Context: an optimization exercise on an open-source flow, tuned for small area. The choices shown serve that exercise and are no tape-out recipe.
Only simulation tests tie the RTL to the original design; equivalence was not proved.

==> run a: inputs <==
// audio_core
module audio_core
          (clk,
           reset,
           clk_enable,
           note_c4,
           note_d4,
           note_e4,
           note_f4,
           run_drum,
           volume_ctrl,
           ce_out,
           out_PDM);
Settings: LEC_CHECK=0, CAP_MARGIN=20, CORE_MARGIN=2, CORE_UTILIZATION=70, CTS_CLUSTER_DIAMETER=70, CTS_CLUSTER_SIZE=25, PLACE_DENSITY=0.8, SLEW_MARGIN=20, SYNTH_HIERARCHICAL=1, SYNTH_MINIMUM_KEEP_SIZE=0; clock period 10.0 ns.
run.sh (not shown) runs the stock make flow with config.mk's settings and CLKGATE_MAP_FILE= SYNTH_SCRIPT=/design/flow/synth_recipe.tcl, a recipe that flattens the netlist after the stock synthesis.
==> run b (differences from run a) <==
- CTS_CLUSTER_DIAMETER: 70 -> default
- CTS_CLUSTER_SIZE: 25 -> default
==> comparison table <==
item	run b	run a
First drt pass iteration count	9	8
Area growth syn-to-layout	6.067%	5.979%
Vias per cell	6.788	6.795
Fraction of layout cells with a size suffix above 1	0.06158	0.06174
Source of the worst hold timing path	vd[4][6]	rdd[4]
Rel. slew slack	0.2515	0.2220
Routed met3 length	21.70 mm	21.57 mm
Seq/total area	0.1840	0.1841
Start point of the critical path	sc[1]	sc[0]
Layout Utilization	0.7466	0.7460
Status	timing/DRC/antenna clean	timing/DRC/antenna clean
Combined area of the multi-input logic cells	56910 um2	56930 um2
Global-route total usage across every layer	0.4108	0.4077
R2R Path End	s1[31]	dr_q1[34]
Fmax	104.6 MHz	104.6 MHz
PnR worst setup slack	0.4430 ns	0.4419 ns

========
==> run D <==
audio_core again, from the RTL that the note above started with.
// audio_core
module audio_core
          (clk,
           reset,
           clk_enable,
           note_c4,
           note_d4,
           note_e4,
           note_f4,
           run_drum,
           volume_ctrl,
           ce_out,
           out_PDM);
  input   clk;
  input   reset;
  input   clk_enable;
  input   note_c4;
  input   note_d4;
  input   note_e4;
  input   note_f4;
  input   run_drum;
  input   [7:0] volume_ctrl;
  output  ce_out;
  output  out_PDM;
  wire enb = clk_enable;
  assign ce_out = clk_enable;
  reg [10:0] nd_c4, nd_d4, nd_e4, nd_f4;    
  reg [10:0] rdd;                            
  reg [7:0]  vd [0:11];                      
  reg [3:0]  sc;                             
  integer i;
  always @(posedge clk) begin
    if (enb) begin
      nd_c4 <= {nd_c4[9:0], note_c4};
      nd_d4 <= {nd_d4[9:0], note_d4};
      nd_e4 <= {nd_e4[9:0], note_e4};
      nd_f4 <= {nd_f4[9:0], note_f4};
      rdd <= {rdd[9:0], run_drum};
  ...
clock: 10.0 ns
lec_check: 0
cap_margin: 20
core_margin: 2
core_utilization: 70
cts_cluster_diameter: 110
cts_cluster_size: 24
place_density: 0.8
slew_margin: 20
synth_hierarchical: 1
synth_minimum_keep_size: 0
==> inputs of run P, as changes to run D <==
CTS_CLUSTER_DIAMETER = 100   (was 110)
CTS_CLUSTER_SIZE = 20   (was 24)
==> impl_table.tex <==
\begin{tabular}{lr}
\hline
Metric & Value \\
\hline
\multicolumn{2}{l}{\textbf{Clock network}} \\
\quad CTS Buf Count & 35 \\
\multicolumn{2}{l}{\textbf{Finish}} \\
\quad Fraction of final layout cells with drive strength greater than 1 & 5.53\% \\
\quad Number of nets in the final layout & 9177 \\
\quad Final non-filler cell area & 0.0774 mm\^{}2 \\
\multicolumn{2}{l}{\textbf{STA}} \\
\quad Minimum clock period after layout & 9.52 ns \\
\quad Worst slew pin tran & 1.14 ns \\
\quad Clock Skews & 0.0295 ns \\
\multicolumn{2}{l}{\textbf{Worst setup path}} \\
\quad Slowest stage delay, CP & 0.48 ns \\
\quad Number of stages on the worst setup path & 41 \\
\multicolumn{2}{l}{\textbf{Status}} \\
\quad Run status & complete, no violations \\
\hline
\end{tabular}
The numbers above come from run D.

==> impl_table.tex <==
\begin{tabular}{lr}
\hline
Metric & Value \\
\hline
\multicolumn{2}{l}{\textbf{STA}} \\
\quad Clock Skews & 0.0361 ns \\
\quad Minimum clock period after layout & 9.55 ns \\
\quad Worst slew pin tran & 1.12 ns \\
\multicolumn{2}{l}{\textbf{Worst setup path}} \\
\quad Slowest stage delay, CP & 0.56 ns \\
\multicolumn{2}{l}{\textbf{Clock network}} \\
\quad CTS Buf Count & 39 \\
\multicolumn{2}{l}{\textbf{Finish}} \\
\quad Final non-filler cell area & 0.0775 mm\^{}2 \\
\quad Fraction of final layout cells with drive strength greater than 1 & 5.56\% \\
\multicolumn{2}{l}{\textbf{Drt}} \\
\quad Number of vias in the routed layout & 59600 \\
\multicolumn{2}{l}{\textbf{Status}} \\
\quad Run status & complete, no violations \\
\hline
\end{tabular}
The numbers above come from run P.

-- port drivers added, routing unchanged --
How much do the figures lean on ideal ports? The routed layouts below were timed once more, with nothing changed but the port constraints. Step 1 sets driving cells, clkbuf_16 on the clock port and buf_2 on the other inputs (assumed; they add their load-dependent delay and slew). Step 2 moves the port delays by t, midway between the first and last clock arrival at a register: inputs arrive t later, outputs are due t later. That takes back most of the time a late clock gives input paths. Slacks: ideal ports / drivers / drivers and shift; pairs: ideal ports / drivers.
run	t, ns	setup slack, ns	hold slack, ns	worst slew at a driven data input, ns	cell pins on the clock port's net
run a	0.745	0.442 / 0.442 / 0.442	0.416 / 0.416 / 0.416	0.05	1
run b	0.750	0.443 / 0.443 / 0.443	0.413 / 0.413 / 0.413	0.05	1
run D	0.732	0.484 / 0.484 / 0.484	0.419 / 0.419 / 0.419	0.05	1
run P	0.722	0.454 / 0.454 / 0.454	0.413 / 0.413 / 0.413	0.05	1
After both steps every run listed still meets setup and hold.
